Background: an optimization exercise with open tools, aiming at small area. Do not read the settings as production practice. Function was checked by simulation only, so behaviour that the tests miss may differ from the original. No activity file was given, so power comes from the tool's default toggle rates.

==> flow/design.v, too long to show whole: its modules and the start of the top module <==
// module usb3_crc_cw: 15 lines
// module usb3_crc_hp: 162 lines
// module usb3_crc_hprx: 157 lines
// module usb3_crc_dpptx: 278 lines
// module usb3_link: 1725 lines
module usb3_link (
input	wire			local_clk,
input	wire			reset_n,
input	wire	[4:0]	ltssm_state,
input	wire			ltssm_hot_reset,
output	reg				ltssm_go_disabled,
output	reg		[2:0]	ltssm_go_u,
output	reg				ltssm_go_recovery,
input	wire	[31:0]	in_data,
input	wire	[3:0]	in_datak,
input	wire			in_active,
output	reg		[31:0]	outp_data,
output	reg		[3:0]	outp_datak,
output	reg				outp_active,
input	wire			out_stall,
input	wire	[1:0]	endp_mode_rx,
input	wire	[1:0]	endp_mode_tx,
input	wire	[6:0]	dev_addr,
output	reg				prot_rx_tp,
output	reg				prot_rx_tp_hosterr,
output	reg				prot_rx_tp_retry,
output	reg				prot_rx_tp_pktpend,
output	reg		[3:0]	prot_rx_tp_subtype,
output	reg		[3:0]	prot_rx_tp_endp,
output	reg		[4:0]	prot_rx_tp_nump,
output	reg		[4:0]	prot_rx_tp_seq,
output	reg		[15:0]	prot_rx_tp_stream,
output	reg				prot_rx_dph,
output	reg				prot_rx_dph_eob,
output	reg				prot_rx_dph_setup,
output	reg				prot_rx_dph_pktpend,
output	reg		[3:0]	prot_rx_dph_endp,
output	reg		[4:0]	prot_rx_dph_seq,
output	reg		[15:0]	prot_rx_dph_len,
output	reg				prot_rx_dpp_start,
output	reg				prot_rx_dpp_done,
output	reg				prot_rx_dpp_crcgood,
input	wire			prot_tx_tp_a,
input	wire			prot_tx_tp_a_retry,
input	wire			prot_tx_tp_a_dir,
input	wire	[3:0]	prot_tx_tp_a_subtype,
input	wire	[3:0]	prot_tx_tp_a_endp,
input	wire	[4:0]	prot_tx_tp_a_nump,
input	wire	[4:0]	prot_tx_tp_a_seq,
input	wire	[15:0]	prot_tx_tp_a_stream,
output	reg				prot_tx_tp_a_ack,
input	wire			prot_tx_tp_b,
input	wire			prot_tx_tp_b_retry,
input	wire			prot_tx_tp_b_dir,
input	wire	[3:0]	prot_tx_tp_b_subtype,
input	wire	[3:0]	prot_tx_tp_b_endp,
input	wire	[4:0]	prot_tx_tp_b_nump,
input	wire	[4:0]	prot_tx_tp_b_seq,
input	wire	[15:0]	prot_tx_tp_b_stream,
output	reg				prot_tx_tp_b_ack,
input	wire			prot_tx_tp_c,
input	wire			prot_tx_tp_c_retry,
input	wire			prot_tx_tp_c_dir,
input	wire	[3:0]	prot_tx_tp_c_subtype,
input	wire	[3:0]	prot_tx_tp_c_endp,
input	wire	[4:0]	prot_tx_tp_c_nump,
input	wire	[4:0]	prot_tx_tp_c_seq,
input	wire	[15:0]	prot_tx_tp_c_stream,
output	reg				prot_tx_tp_c_ack,
input	wire			prot_tx_dph,
input	wire			prot_tx_dph_eob,
input	wire			prot_tx_dph_dir,
input	wire	[3:0]	prot_tx_dph_endp,
input	wire	[4:0]	prot_tx_dph_seq,
input	wire	[15:0]	prot_tx_dph_len,
output	reg				prot_tx_dpp_ack,
output	reg				prot_tx_dpp_done,
output	reg		[8:0]	buf_in_addr,
output	reg		[31:0]	buf_in_data,
output	reg				buf_in_wren,
input	wire			buf_in_ready,
output	reg				buf_in_commit,
output	reg		[10:0]	buf_in_commit_len,
input	wire			buf_in_commit_ack,
output	reg		[9:0]	buf_out_addr,
input	wire	[31:0]	buf_out_q,
input	wire	[10:0]	buf_out_len,
input	wire			buf_out_hasdata,
output	reg				buf_out_arm,
input	wire			buf_out_arm_ack,
output	reg				err_lbad,
output	reg				err_lbad_recv,
output	reg				err_stuck_hpseq,
output	reg				err_lcmd_undefined,
output	reg				err_lcrd_mismatch,
output	reg				err_lgood_order,
output	reg				err_lgood_missed,
output	reg				err_pending_hp,
output	reg				err_credit_hp,
  // ...
==> flow/flow/run.sh <==
#!/bin/bash
# Own layout flow: the standard layout (standard.sh) with one change to
# synthesis. The synthesis is ORFS's synth.tcl run through synth_recipe.tcl as
# the standard flow runs it, except that the ABC technology-mapping step uses
# flow/area.abc (area-recovering mapping, no speed-driven buffering) instead of
# ORFS's abc_speed.script. Flip-flops are mapped by dfflibmap before ABC runs,
# so the registers, their names and their cell types are the standard ones.
# Each tool's output goes to its own log in this folder.
set -euo pipefail
W=$(pwd)

# synth.tcl with the ABC call replaced
sed 's|^  log_cmd abc {\*}\$abc_args$|  log_cmd abc -script '"$W"'/flow/area.abc {*}$lib_args {*}$lib_dont_use_args|' \
  "$FLOW_HOME/scripts/synth.tcl" > "$W/area_synth.tcl"
grep -q 'flow/area.abc' "$W/area_synth.tcl"
# The standard flow's synthesis wrapper, sourcing that synth.tcl
sed 's|source \$::env(SCRIPTS_DIR)/synth.tcl|source '"$W"'/area_synth.tcl|' \
  "$W/synth_recipe.tcl" > "$W/area_synth_recipe.tcl"
grep -q 'area_synth.tcl' "$W/area_synth_recipe.tcl"

# synthesis into the folder standard.sh uses, then the standard flow from there
make -C "$FLOW_HOME" DESIGN_CONFIG="$W/config.mk" WORK_HOME="$W/orfs" CLKGATE_MAP_FILE= \
  SYNTH_SCRIPT="$W/area_synth_recipe.tcl" synth > "$W/synth.log" 2>&1
# clock tree: sink clusters of up to 25 flip-flops under one clkbuf_16, and no
# dummy loads (they only balance an already small skew)
export CTS_ARGS="-sink_clustering_enable -repair_clock_nets -dont_use_dummy_load -sink_clustering_size 25 -sink_clustering_max_diameter 100 -buf_list sky130_fd_sc_hd__clkbuf_16"
# every input and output port still gets its own buffer, the smallest one
export BUFFER_PORTS_ARGS="-buffer_cell sky130_fd_sc_hd__buf_1"
bash "$W/standard.sh" > "$W/layout.log" 2>&1
test -f "$W/out/final.def"
==> flow/flow/area.abc <==
strash
dc2
&get -n
&st
&dch
&nf
&put
strash
&get -n
&st
&dc2
&syn2
&dch -f
&nf -a
&put
strash
&get -n
&st
&dc2
&syn2
&dch -f
&nf -a
&put
==> flow/standard.sh <==
#!/bin/bash
# synth_recipe.tcl (not shown) runs the flow's synth.tcl, then flattens the netlist and writes it again
# the make line also repeats each setting of config.mk as NAME=value (left out here)
make -C /OpenROAD-flow-scripts/flow DESIGN_CONFIG=/design/flow/config.mk WORK_HOME=/design/flow/orfs CLKGATE_MAP_FILE= SYNTH_SCRIPT=/design/flow/synth_recipe.tcl "${@:-finish}"
==> flow/config.mk <==
export PLATFORM = sky130hd
export DESIGN_NAME = usb3_link
export DESIGN_NICKNAME = usb3_link
export VERILOG_FILES = /design/flow/design.v
export SDC_FILE = /design/flow/constraint.sdc
export NUM_CORES = 4
export LEC_CHECK = 0
export CAP_MARGIN = 10
export CORE_MARGIN = 2
export CORE_UTILIZATION = 40
export SLEW_MARGIN = 10
==> flow/constraint.sdc <==
create_clock -name core_clock -period 8.0 [get_ports {local_clk}]
set_input_delay 1.6000 -clock core_clock [delete_from_list [all_inputs] [get_ports {local_clk}]]
set_output_delay 1.6000 -clock core_clock [all_outputs]
set_load 0.01 [all_outputs]
==> metrics.md, run 1 <==
| Metric | Value |
|---|---|
| CLK BUF | 75 |
| Most frequent cells after synthesis | dfxtp_1 (856), edfxtp_1 (649), nor2_1 (583), nand2_1 (478), xnor2_1 (439) |
| Die width | 397 µm |
| Post-DR wirelength/cell | 22.9 µm |
| Flip-flop and latch count | 1,521 |
| FMAX | 166 MHz |
| Top-count cell post-synth | dfxtp_1 |
| Most frequent cells in the layout | dfxtp_1 (856), edfxtp_1 (649), nor2_1 (576), nand2_1 (477), xnor2_1 (439) |
| CTS tree | yes |
| Status | no timing/DRC/antenna violations |
| Yosys reg bits | 1,521 |
| CP cell instances | clkinv_1, ha_1, buf_4, o21bai_1, buf_4, nand2_1, xnor2_1, xor2_1, xnor2_1, xnor2_1, nand2_1, o211ai_1, o21ai_0, buf_4, a221o_1, a221oi_1, a211oi_1, o31ai_1, a21oi_1 |
| Final Setup Violations | 0 |
| M1 WL | 79,500 µm |
| Finished Cell Area | 68,600 µm² |
| Routing usage on met1 | 30.7% |
| Relative slew slack | 14.0% |
| Non-CTS buffers | 513 |
| Clk_skew | 114 ps |
| Period utilisation layout | 75.5% |
| Clock share of power | 15.1% |
| Worst-Skew Late Latency | 720 ps |
| Seq/Total Area, Yosys | 60.0% |
| Total number of vias | 45,347 |
| Sequential share of power | 34.9% |
| Syn_area_per_cell | 11.2 µm² |
| CP startpoint | out_dpp_length_remain_1[0] |
| CP endpoint | out_data[1] |
| Multi-input combinational area share | 35.3% |
==> inputs of run 2 (changes only) <==
--- a/flow/design.v
+++ b/flow/design.v
@@ -921,131 +921,96 @@
 	if(i[10:3] == LCMD_LGOOD_0[10:3])	lcmd_dec = {LC_LGOOD, i[2:0]};
 	else if(i[10:2] == LCMD_LCRD_A[10:2])	lcmd_dec = {LC_LCRD, 1'b0, i[1:0]};
 	else if(i[10:2] == LCMD_LGO_U1[10:2])	lcmd_dec = {LC_LGO, 1'b0, i[1:0]};
 	else if(i == LCMD_LPMA)	lcmd_dec = {LC_LPMA, 3'd0};
 	else if(i == LCMD_LRTY)	lcmd_dec = {LC_LRTY, 3'd0};
 	else if(i == LCMD_LBAD)	lcmd_dec = {LC_LBAD, 3'd0};
 	else					lcmd_dec = {LC_OTHER, 3'd0};
 endfunction
-	reg		[5:0]	send_state;
-parameter	[5:0]	LINK_SEND_RESET		= 'd0,
-					LINK_SEND_IDLE		= 'd2,
-					LINK_SEND_0			= 'd4,
-					LINK_SEND_1			= 'd6,
-					LINK_SEND_2			= 'd8,
-					LINK_SEND_3			= 'd10,
-					LINK_SEND_4			= 'd12,
-					LINK_SEND_CMDW_0	= 'd14,
-					LINK_SEND_CMDW_1	= 'd16,
-					LINK_SEND_HP_RTY	= 'd17,
-					LINK_SEND_HP_0		= 'd18,
-					LINK_SEND_HP_1		= 'd20,
-					LINK_SEND_HP_2		= 'd22;
-	reg		[5:0]	recv_state;
-parameter	[5:0]	LINK_RECV_RESET		= 'd0,
-					LINK_RECV_IDLE		= 'd2,
-					LINK_RECV_HP_0		= 'd4,
-					LINK_RECV_HP_1		= 'd5,
-					LINK_RECV_DP_0		= 'd7,
-					LINK_RECV_DP_1		= 'd8,
-					LINK_RECV_DP_2		= 'd9,
-					LINK_RECV_DP_3		= 'd10,
-					LINK_RECV_CMDW_0		= 'd15,
-					LINK_RECV_CMDW_1		= 'd16,
-					LINK_RECV_CMDW_2		= 'd17,
-					LINK_RECV_CMDW_3		= 'd18,
-					LINK_RECV_CMDW_4		= 'd19;
-	reg		[5:0]	read_dpp_state;
-parameter	[5:0]	READ_DPP_RESET		= 'd0,
+	reg		[2:0]	send_state;
+parameter	[2:0]	LINK_SEND_RESET		= 'd0,
+					LINK_SEND_IDLE		= 'd1,
+					LINK_SEND_CMDW_0	= 'd2,
+					LINK_SEND_HP_RTY	= 'd3,
+					LINK_SEND_HP_0		= 'd4,
+					LINK_SEND_HP_1		= 'd5,
+					LINK_SEND_HP_2		= 'd6;
+	reg		[2:0]	recv_state;
+parameter	[2:0]	LINK_RECV_RESET		= 'd0,
+					LINK_RECV_IDLE		= 'd1,
+					LINK_RECV_HP_0		= 'd2,
+					LINK_RECV_HP_1		= 'd3,
+					LINK_RECV_CMDW_0	= 'd4;
+	reg		[2:0]	read_dpp_state;
+parameter	[2:0]	READ_DPP_RESET		= 'd0,
 					READ_DPP_IDLE		= 'd1,
 					READ_DPP_0			= 'd2,
 					READ_DPP_1			= 'd3,
 					READ_DPP_2			= 'd4,
-					READ_DPP_3			= 'd5,
-					READ_DPP_4			= 'd6,
-					READ_DPP_5			= 'd7,
-					READ_DPP_6			= 'd8;
-	reg		[5:0]	write_dpp_state;
-parameter	[5:0]	WRITE_DPP_RESET		= 'd0,
+					READ_DPP_3			= 'd5;
+	reg		[3:0]	write_dpp_state;
+parameter	[3:0]	WRITE_DPP_RESET		= 'd0,
 					WRITE_DPP_IDLE		= 'd1,
 					WRITE_DPP_0			= 'd2,
 					WRITE_DPP_1			= 'd3,
 					WRITE_DPP_2			= 'd4,
 					WRITE_DPP_3			= 'd5,
 					WRITE_DPP_4			= 'd6,
 					WRITE_DPP_5			= 'd7,
 					WRITE_DPP_6			= 'd8,
 					WRITE_DPP_7			= 'd9,
 					WRITE_DPP_8			= 'd10,
 					WRITE_DPP_9			= 'd11,
 					WRITE_DPP_10		= 'd12,
 					WRITE_DPP_11		= 'd13,
 					WRITE_DPP_12		= 'd14,
 					WRITE_DPP_13		= 'd15;
-	reg		[5:0]	check_hp_state;
-parameter	[5:0]	CHECK_HP_RESET		= 'd0,
+	reg		[1:0]	check_hp_state;
+parameter	[1:0]	CHECK_HP_RESET		= 'd0,
 					CHECK_HP_IDLE		= 'd1,
 					CHECK_HP_0			= 'd2,
-					CHECK_HP_1			= 'd3,
-					CHECK_HP_2			= 'd4,
-					CHECK_HP_3			= 'd5;
-	reg		[5:0]	expect_state;
-parameter	[5:0]	LINK_EXPECT_RESET		= 'd0,
-					LINK_EXPECT_IDLE		= 'd2,
-					LINK_EXPECT_HDR_SEQ_AD	= 'd4,
-					LINK_EXPECT_HP_1		= 'd6,
-					LINK_EXPECT_HP_2		= 'd8,
-					LINK_EXPECT_HP_3		= 'd10;
-	reg		[5:0]	queue_state;
-parameter	[5:0]	LINK_QUEUE_RESET		= 'd0,
-					LINK_QUEUE_IDLE			= 'd2,
-					LINK_QUEUE_HDR_SEQ_AD	= 'd4,
-					LINK_QUEUE_PORTCAP		= 'd6,
-					LINK_QUEUE_PORTCFGRSP	= 'd8,
-					LINK_QUEUE_RTY_HP		= 'd9,
-					LINK_QUEUE_TP_A			= 'd10,
-					LINK_QUEUE_TP_B			= 'd11,
-					LINK_QUEUE_TP_C			= 'd13,
-					LINK_QUEUE_DP			= 'd12;
-	reg		[4:0]	rd_hp_state;
-parameter	[4:0]	RD_HP_RESET			= 'd0,
+					CHECK_HP_1			= 'd3;
+	reg		[1:0]	expect_state;
+parameter	[1:0]	LINK_EXPECT_RESET		= 'd0,
+					LINK_EXPECT_IDLE		= 'd1,
+					LINK_EXPECT_HDR_SEQ_AD	= 'd2;
+	reg		[3:0]	queue_state;
+parameter	[3:0]	LINK_QUEUE_RESET		= 'd0,
+					LINK_QUEUE_IDLE			= 'd1,
+					LINK_QUEUE_HDR_SEQ_AD	= 'd2,
+					LINK_QUEUE_PORTCAP		= 'd3,
+					LINK_QUEUE_PORTCFGRSP	= 'd4,
+					LINK_QUEUE_RTY_HP		= 'd5,
+					LINK_QUEUE_TP_A			= 'd6,
+					LINK_QUEUE_TP_B			= 'd7,
+					LINK_QUEUE_TP_C			= 'd8,
+					LINK_QUEUE_DP			= 'd9;
+	reg		[1:0]	rd_hp_state;
+parameter	[1:0]	RD_HP_RESET			= 'd0,
 					RD_HP_IDLE			= 'd1,
-					RD_HP_LMP_0			= 'd4,
-					RD_HP_LMP_1			= 'd5,
-					RD_HP_TP_0			= 'd10,
-					RD_HP_TP_1			= 'd11,
-					RD_HP_TP_2			= 'd12,
-					RD_HP_DP_0			= 'd16,
-					RD_HP_DP_1			= 'd17,
-					RD_HP_DP_2			= 'd18,
-					RD_HP_0				= 'd20,
-					RD_HP_1				= 'd21,
-					RD_HP_2				= 'd22,
-					RD_HP_3				= 'd22;
-	reg		[3:0]	rd_lcmd_state;
-parameter	[3:0]	RD_LCMD_RESET		= 'd0,
+					RD_HP_0				= 'd2;
+	reg		[1:0]	rd_lcmd_state;
+parameter	[1:0]	RD_LCMD_RESET		= 'd0,
 					RD_LCMD_IDLE		= 'd1,
 					RD_LCMD_0			= 'd2;
-	reg		[3:0]	wr_lcmd_state;
-parameter	[3:0]	WR_LCMD_RESET		= 'd0,
+	reg		[1:0]	wr_lcmd_state;
+parameter	[1:0]	WR_LCMD_RESET		= 'd0,
 					WR_LCMD_IDLE		= 'd1,
 					WR_LCMD_0			= 'd2,
 					WR_LCMD_1			= 'd3;
-	reg		[3:0]	wr_hp_state;
-parameter	[3:0]	WR_HP_RESET		= 'd0,
+	reg		[2:0]	wr_hp_state;
+parameter	[2:0]	WR_HP_RESET		= 'd0,
 					WR_HP_IDLE		= 'd1,
 					WR_HP_0			= 'd2,
 					WR_HP_1			= 'd3,
 					WR_HP_2			= 'd4,
 					WR_HP_3			= 'd5,
 					WR_HP_4			= 'd6,
-					WR_HP_5			= 'd7,
-					WR_HP_6			= 'd8,
-					WR_HP_7			= 'd9;
+					WR_HP_5			= 'd7;
 	reg		[4:0]	ltssm_last;
 	reg				ltssm_stored_init;	 
 	reg				ltssm_changed  ;
 	reg				ltssm_go_recovery_1;
 	reg		[2:0]	ltssm_go_u_1;
 	reg		[1:0]	dc;		 
 	reg		[10:0]	u0l_timeout;			 
 	reg		[16:0]	u0_recovery_timeout;	 
--- a/flow/flow/run.sh
+++ b/flow/flow/run.sh
@@ -18,13 +18,13 @@
   "$W/synth_recipe.tcl" > "$W/area_synth_recipe.tcl"
 grep -q 'area_synth.tcl' "$W/area_synth_recipe.tcl"
 
 # synthesis into the folder standard.sh uses, then the standard flow from there
 make -C "$FLOW_HOME" DESIGN_CONFIG="$W/config.mk" WORK_HOME="$W/orfs" CLKGATE_MAP_FILE= \
   SYNTH_SCRIPT="$W/area_synth_recipe.tcl" synth > "$W/synth.log" 2>&1
 # clock tree: sink clusters of up to 25 flip-flops under one clkbuf_16, and no
 # dummy loads (they only balance an already small skew)
-export CTS_ARGS="-sink_clustering_enable -repair_clock_nets -dont_use_dummy_load -sink_clustering_size 25 -sink_clustering_max_diameter 100 -buf_list sky130_fd_sc_hd__clkbuf_16"
+export CTS_ARGS="-sink_clustering_enable -repair_clock_nets -dont_use_dummy_load -sink_clustering_size 30 -sink_clustering_max_diameter 80 -buf_list sky130_fd_sc_hd__clkbuf_16"
 # every input and output port still gets its own buffer, the smallest one
 export BUFFER_PORTS_ARGS="-buffer_cell sky130_fd_sc_hd__buf_1"
 bash "$W/standard.sh" > "$W/layout.log" 2>&1
 test -f "$W/out/final.def"
==> flow/config.mk (replaced) <==
export PLATFORM = sky130hd
export DESIGN_NAME = usb3_link
export DESIGN_NICKNAME = usb3_link
export VERILOG_FILES = /design/flow/design.v
export SDC_FILE = /design/flow/constraint.sdc
export NUM_CORES = 4
export LEC_CHECK = 0
export CAP_MARGIN = 10
export CORE_MARGIN = 2
export CORE_UTILIZATION = 55
export SLEW_MARGIN = 10
==> run 2 against run 1 <==
Compared with the run above: synthesized cell count down 1.4%; die area down 28%; routed wire length down 3.4%; maximum frequency down 1.7%; non-clock buffer count up 8; sequential share of layout area up 0.41 points; critical endpoint is now out_data[7]; setup slack worse by 100 ps; count of clock-buffer cells in the layout down 6; critical path depth down 1.
==> metrics.md, run 2 <==
| Metric | Value |
|---|---|
| CP cell instances | clkinv_1, ha_1, nand2b_1, nor2_2, buf_4, a221oi_2, xor2_1, xnor2_1, xnor2_1, xnor2_1, xor2_1, nor2_1, a21oi_1, buf_4, a21oi_1, a221oi_1, a2111oi_0, a211oi_1 |
| RSZ-0062 raised after global routing | no |
| Clk sink count | 1,503 |
| Leak | 0.0228 µW |
| Critical path type | reg2reg |
| Core area | 111,000 µm² |
| Iteration-0 DRC count of the detailed router | 5,249 |
| Drt pass-1 iters | 9 |
| Unique masters post-synth | 75 |
| Met2 track demand over resource | 47.9% |
| Routing usage on met1 | 45.0% (+14 points) |
| Status | no timing/DRC/antenna violations |
| Primary FF master, synth | dfxtp_1 |
| Via density | 6.01 |
| Synth async-reset ratio | 1.06% |
| Setup total negative slack | 0 ps |
| Yosys reg bits | 1,503 (-1.2%) |
| Row count | 122 |
| Initial Utilization | 55.4% |
| CP max stage delay | 960 ps |
| CP Capture Type | register |
| Max Cap Viol | 0 |
| Routed Antenna Nets | 0 |
| Layout Nets | 6,370 |
| Root buffer cell | clkbuf_16 |
| Most frequent cells after synthesis | dfxtp_1 (838), edfxtp_1 (649), nor2_1 (591), nand2_1 (457), xnor2_1 (419) |
| Top cell type's share of synthesized area | 31.8% |
| Most Crowded Layer GR | met2 |
| Grt ovf | 0 |
| Clock slew at reported path FFs | 120 ps |
| Routing usage on met3 | 6.04% |
| Worst Setup Start Kind | register |
| Layout cells sized above 1 | 4.46% |
| DRC violation count after routing | 0 |
| Worst path required time | 8550 ps |
| Syn_area_per_cell | 11.3 µm² (+0.68%) |
| Clk_skew | 93.8 ps (-19.9 ps) |
| CTS buffer count | 69 |
| Seq/Total Area, Yosys | 59.8% (-0.16 points) |
| Commonest non-fill, non-tap cell in the layout | dfxtp_1 |
| Min cycle time layout | 6140 ps |
| Number of port buffers | 415 |
| Finished Cell Area | 67,400 µm² (-1.7%) |
| Top-count cell post-synth | dfxtp_1 |
| CTS tree | yes |
| Die width | 338 µm (-15%) |
| Worst-Margin Slew | 1180 ps |
| Die area | 114,000 µm² |
| Number of antenna violations at the first check in global routing | 12 |
| Synthesized instance count | 5,438 |
| Most frequent cells in the layout | dfxtp_1 (838), edfxtp_1 (649), nor2_1 (580), nand2_1 (455), xnor2_1 (419) |
| Post-DR wirelength/cell | 24.0 µm (+4.7%) |
| # IOs | 438 |
| Hold WC Path Type | reg2reg |
| CP dominant cell by count | xnor2_1 |
| Hold Violations, Final | 0 |
| Crit path max-delay family | compound AO/OA/AOI/OAI gates |
| Period utilisation layout | 76.8% (+1.3 points) |
| Critical path's slowest cell | a221oi_2 |
| Worst-Skew Late Latency | 680 ps (-40 ps) |
| CTS H-tree depth | 3 |
| Synth warn | 4 |
| Relative slew slack | 21.5% (+7.5 points) |
| Largest net degree at the start of global routing | 87 |
| Worst IR Drop VDD | 0.486 mV |
| Crit Path Max Fanout | 22 |
| Synthesized cell area | 61,300 µm² |
| Worst path arrival time | 6690 ps |
| Post-CTS Setup Bufs | 0 |
| Number of global-route vias before repair | 41,466 |
| Area leader, netlist | edfxtp_1 |
| Die Ht | 338 µm |
| Crit path buf inv count | 3 |
| DP Area | 65,700 µm² |
| Drt total wl | 180,000 µm |
| Clock buffer depth | 3 |
| Synth top area cells | edfxtp_1 (32%), dfxtp_1 (27%), xnor2_1 (6.0%), nor2_1 (3.6%), xor2_1 (3.1%) |
| GRT Util Overall | 31.0% |
| Dpl hpwl | 127,000 µm |
| Post-synth EDFFs | 649 |
| Pwr dens | 317 nW/µm² |
| Overall power | 21,400 µW |
| Synth-to-layout area growth | 9.90% |
| Fin. max-slew vios | 0 |
| FMAX | 163 MHz (-1.7%) |
| Global-route wire length before repair | 266,000 µm |
| Total number of vias | 45,145 (-0.45%) |
| GPL Wtd Cong | 0.977 |
| Post_cts resized | 0 |
| Final Setup Violations | 0 (unchanged) |
| Hold Buf Count CTS | 0 |
-- run 2: report_power, final --
group	internal (µW)	switching [µW]	leakage (µW)
sequential	8350	382	0.0128
clock	1550	2270	0.000850
combinational	3740	5110	0.00911
-- run 2: worst paths after layout --
kind / from / to / slack [ps] / cells after the start
max: out_dpp_length_remain_1[0] / out_data[7] / 1860 / 18
max reg2reg: out_dpp_length_remain_1[0] / out_data[7] / 1860 / 18
min: in_data_1[19] / in_data_2[19] / 330 / 0
min in group asynchronous: crc_hptx_rst / iu3chptx.q[8] / 470 / 1
min reg2reg: in_data_1[19] / in_data_2[19] / 330 / 0
max in group asynchronous: crc_hptx_rst / iu3chptx.q[6] / 7470 / 1
-- run 2: metal layers --
layer  share of wire (%)  wire length [µm]
met1                  44             79300
met2                  45             80500
met3                 8.5             15200
met4                 2.8              4960
met5               0.045                81
-- run 2: through the flow --
step | hold slack (ps) | cells | worst slack [ps] | util [%]
floorplan | 310 | 5439 | 1930 | -
global placement | 311 | 7445 | 2180 | 59.3
detailed placement | 312 | 7445 | 2130 | 59.3
CTS | 329 | 7514 | 2050 | 60.9
global route | 325 | 7514 | 1400 | 60.9
finish | 326 | 7515 | 1860 | 60.9
-- run 2: final cells by class --
cell class	count	area [µm²]
well taps	1488	1860
diodes	1	2.50
repair buffers	521	2360
flip-flops and latches	1503	36700
clock buffers	69	1730
fillers	9268	43300
multi-input cells	3782	24200
inverters	151	576
-- run 2: worst reg2reg max path: cells and delay by family (launching register included) --
kind	cells	cell delay [ps]
fa+ha+maj	1	600
flops	1	630
xor+xnor	5	1130
compound gates	6	2160
simple gates	3	790
buf+inv	3	690
-- run 2: cell families (layout without fill, tap and decap cells) --
group | count (synthesis) | after routing | share of synthesized area [%]
and+or+nand+nor | 1675 | 1675 | 12.5
DFF | 1503 | 1503 | 59.8
AOI/OAI and AO/OA | 1277 | 1277 | 13.1
xor gates and xnor gates | 646 | 646 | 9.39
buffers and inverters | 154 | 741 | 0.961
adders and majority gates | 99 | 99 | 2.03
muxes | 83 | 83 | 2.21
other | 1 | 3 | 0.00611
==> inputs of run 3 (changes only) <==
--- a/flow/flow/run.sh
+++ b/flow/flow/run.sh
@@ -24,5 +24,5 @@
 # clock tree: sink clusters of up to 25 flip-flops under one clkbuf_16, and no
 # dummy loads (they only balance an already small skew)
-export CTS_ARGS="-sink_clustering_enable -repair_clock_nets -dont_use_dummy_load -sink_clustering_size 30 -sink_clustering_max_diameter 80 -buf_list sky130_fd_sc_hd__clkbuf_16"
+export CTS_ARGS="-sink_clustering_enable -repair_clock_nets -dont_use_dummy_load -sink_clustering_size 25 -sink_clustering_max_diameter 100 -buf_list sky130_fd_sc_hd__clkbuf_16"
 # every input and output port still gets its own buffer, the smallest one
 export BUFFER_PORTS_ARGS="-buffer_cell sky130_fd_sc_hd__buf_1"
==> run 3 against run 2 <==
Compared with the run above: largest power group unchanged; critical path type unchanged; clock skew decreased by 21 ps; synthesized area unchanged; die area unchanged; core utilization about the same; via count increased by 0.12%; synthesized cell count unchanged; combinational power about the same; final cell count about the same; critical endpoint unchanged.
==> metrics.md, run 3 <==
| Metric | Value |
|---|---|
| Status | no timing/DRC/antenna violations |
| Syn_area_per_cell | 11.3 µm² (unchanged) |
| Synth async-reset ratio | 1.06% (unchanged) |
| Layout Nets | 6,372 (+0.031%) |
| Relative slew slack | 20.5% (-0.93 points) |
| Overall power | 21,500 µW (+0.40%) |
| Unique masters post-synth | 75 (unchanged) |
| Drt pass-1 iters | 10 (+1) |
| Worst IR Drop VDD | 0.484 mV (-0.51%) |
| Clock slew at reported path FFs | 90 ps (-30 ps) |
| Hold Violations, Final | 0 (unchanged) |
| Worst-Margin Slew | 1190 ps (+13.9 ps) |
| Largest net degree at the start of global routing | 87 (unchanged) |
| Clock buffer depth | 3 (unchanged) |
| Core area | 111,000 µm² (unchanged) |
| Post-Synth XOR/XNOR Area | 9.39% (unchanged) |
| Mux contribution to synthesized area | 2.21% (unchanged) |
| Post-DR wirelength/cell | 24.0 µm (+0.14%) |
| Number of global-route vias before repair | 41,586 (+0.29%) |
| Top-count cell post-synth | dfxtp_1 |
| Worst path arrival time | 6680 ps (about the same) |
| Period utilisation layout | 76.4% (-0.35 points) |
| CTS tree | yes |
| Leak | 0.0228 µW (+0.11%) |
| Routed Antenna Nets | 0 (unchanged) |
| Root buffer cell | clkbuf_16 |
| Synth-to-layout area growth | 9.98% (about the same) |
| CP Capture Type | register |
| Crit Path Max Fanout | 22 (unchanged) |
| Setup total negative slack | 0 ps (unchanged) |
| Clk sink count | 1,503 (unchanged) |
| Adder and majority gate portion of the synthesized area | 2.03% (unchanged) |
| Synth top area cells | edfxtp_1 (32%), dfxtp_1 (27%), xnor2_1 (6.0%), nor2_1 (3.6%), xor2_1 (3.1%) |
| # IOs | 438 (unchanged) |
| Pwr dens | 319 nW/µm² (+0.32%) |
| Min cycle time layout | 6110 ps (-28.0 ps) |
| Simple-Gate Fraction of Synth Area | 12.5% (unchanged) |
| Row count | 122 (unchanged) |
| CTS buffer count | 71 (+2.9%) |
| DRC violation count after routing | 0 (unchanged) |
| Synth Area in Compound Gates | 13.1% (unchanged) |
| GPL Wtd Cong | 0.977 (unchanged) |
| Max Cap Viol | 0 (unchanged) |
| Primary FF master, synth | dfxtp_1 |
| Most frequent cells in the layout | dfxtp_1 (838), edfxtp_1 (649), nor2_1 (580), nand2_1 (455), xnor2_1 (419) |
| Number of antenna violations at the first check in global routing | 11 (-1) |
| Via density | 6.01 (about the same) |
| Global-route wire length before repair | 266,000 µm (+0.11%) |
| Most frequent cells after synthesis | dfxtp_1 (838), edfxtp_1 (649), nor2_1 (591), nand2_1 (457), xnor2_1 (419) |
| Critical path type | reg2reg |
| Hold WC Path Type | reg2reg |
| Layout cells sized above 1 | 4.50% (+0.032 points) |
| Top cell type's share of synthesized area | 31.8% (unchanged) |
| Grt ovf | 0 (unchanged) |
| Final Setup Violations | 0 (unchanged) |
| Die area | 114,000 µm² (unchanged) |
| Worst path required time | 8570 ps (+20 ps) |
| GRT Util Overall | 31.1% (+0.047 points) |
| Post-synth EDFFs | 649 (unchanged) |
| Post_cts resized | 0 (unchanged) |
| Yosys reg bits | 1,503 (unchanged) |
| Post-CTS Setup Bufs | 0 (unchanged) |
| Synthesized instance count | 5,438 (unchanged) |
| Main combinational cell family by area after synthesis | compound AO/OA/AOI/OAI gates |
| Worst-Skew Late Latency | 710 ps (+30 ps) |
| Worst Setup Start Kind | register |
| Drt total wl | 180,000 µm (+0.16%) |
| Seq/Total Area, Yosys | 59.8% (unchanged) |
| Initial Utilization | 55.4% (unchanged) |
| FMAX | 164 MHz (+0.46%) |
| Iteration-0 DRC count of the detailed router | 5,178 (-1.4%) |
| Synthesized cell area | 61,300 µm² (unchanged) |
| Total number of vias | 45,201 (+0.12%) |
| Number of port buffers | 415 (unchanged) |
| Hold Buf Count CTS | 0 (unchanged) |
| Die width | 338 µm (unchanged) |
| Dpl hpwl | 127,000 µm (unchanged) |
| Fin. max-slew vios | 0 (unchanged) |
| Synth warn | 4 (unchanged) |
| Commonest non-fill, non-tap cell in the layout | dfxtp_1 |
| RSZ-0062 raised after global routing | no |
| Die Ht | 338 µm (unchanged) |
| Clk_skew | 73.1 ps (-20.7 ps) |
| Area leader, netlist | edfxtp_1 |
| CTS H-tree depth | 3 (unchanged) |
## run 3: changes by cell type in the layout (fill, tap and decap cells not counted)
cell / before / now
clkbuf_16: 69 / 71
## run 3: cell type report
type | count | area, µm²
antenna | 1 | 2.50
clock buffer | 71 | 1780
timing repair buffer | 521 | 2360
tap | 1488 | 1860
fill | 9245 | 43200
inverter | 151 | 576
multi-input combinational | 3782 | 24200
sequential | 1503 | 36700
## run 3: critical path, stage by stage (launching register included)
cell and delay (ps):
edfxtp_1 620, clkinv_1 240, ha_1 600, nand2b_1 590, nor2_2 140, buf_4 260, a221oi_2 950, xor2_1 180
xnor2_1 320, xnor2_1 150, xnor2_1 300, xor2_1 180, nor2_1 50, a21oi_1 130, buf_4 180, a21oi_1 80
a221oi_1 650, a2111oi_0 140, a211oi_1 230
## run 3: path summary, 6_finish.rpt
path                                                 start             to  slack (ps)  depth (start not counted)
worst max-delay path            out_dpp_length_remain_1[0]    out_data[7]        1890                         18
worst min-delay path                         in_data_1[19]  in_data_2[19]         310                          0
worst max register to register  out_dpp_length_remain_1[0]    out_data[7]        1890                         18
worst min register to register               in_data_1[19]  in_data_2[19]         310                          0
max in group asynchronous                     crc_hptx_rst  iu3chptx.q[2]        7450                          1
min in group asynchronous                     crc_hptx_rst  iu3chptx.q[9]         500                          1
## run 3: report_power, final
group / total [µW] / internal, µW / switching (µW)
logic: 8860 / 3740 / 5130
clock network: 3890 / 1600 / 2300
registers: 8730 / 8350 / 380
total: 21500 / 13700 / 7800
## run 3: logic make-up after synthesis
group | after synthesis
other cells | 1
buf+inv | 154
fa+ha+maj | 99
mux | 83
simple gates | 1675
compound gates | 1277
flops | 1503
xor+xnor | 646
## run 3: through the flow
| step | area, µm² | setup WS, ps | hold WS (ps) | instances | utilization, % |
|---|---|---|---|---|---|
| final | 67500 | 1890 | 313 | 7517 | 61.0 |
| after CTS | 67500 | 2090 | 306 | 7516 | 60.9 |
| after global placement | 65700 | 2180 | 311 | 7445 | 59.3 |
| after global routing | 67500 | 1460 | 300 | 7516 | 60.9 |
| after detailed placement | 65700 | 2130 | 312 | 7445 | 59.3 |
| after floorplan | 61300 | 1930 | 310 | 5439 | - |
## run 3: metal layers
layer	vias up	global-route usage (%)	wire (µm)
met1	21971	45.1	79600
met3	301	6.05	15300
li1	21019	-	-
met5	-	0	71
met4	12	8.33	5050
met2	1898	47.8	80300

static timing again, ports no longer ideal:
In the flow no input, the clock included, has a driving cell. The finished layouts below were timed again as built, in two steps.
Step 1, drivers: a clkbuf_16 drives local_clk and a buf_2 each remaining input, both assumed.
Step 2 also shifts input and output timing later by t, the mid clock arrival at the registers, as if the neighbouring blocks saw the same clock.
Slacks: ideal ports / drivers / drivers and shift; pairs: ideal ports / drivers.
run	t (ns)	setup WS [ns]	hold WS [ns]	worst setup path at the end	clock arrival spread, ns
run 1	0.769	1.961 / 1.961 / 1.961	0.252 / 0.252 / 0.252	register to register	0.155 / 0.155
run 2	0.723	1.859 / 1.859 / 1.859	0.326 / 0.326 / 0.326	register to register	0.112 / 0.112
run 3	0.738	1.887 / 1.887 / 1.887	0.313 / 0.313 / 0.313	register to register	0.088 / 0.088
After both steps every run listed still meets setup and hold.
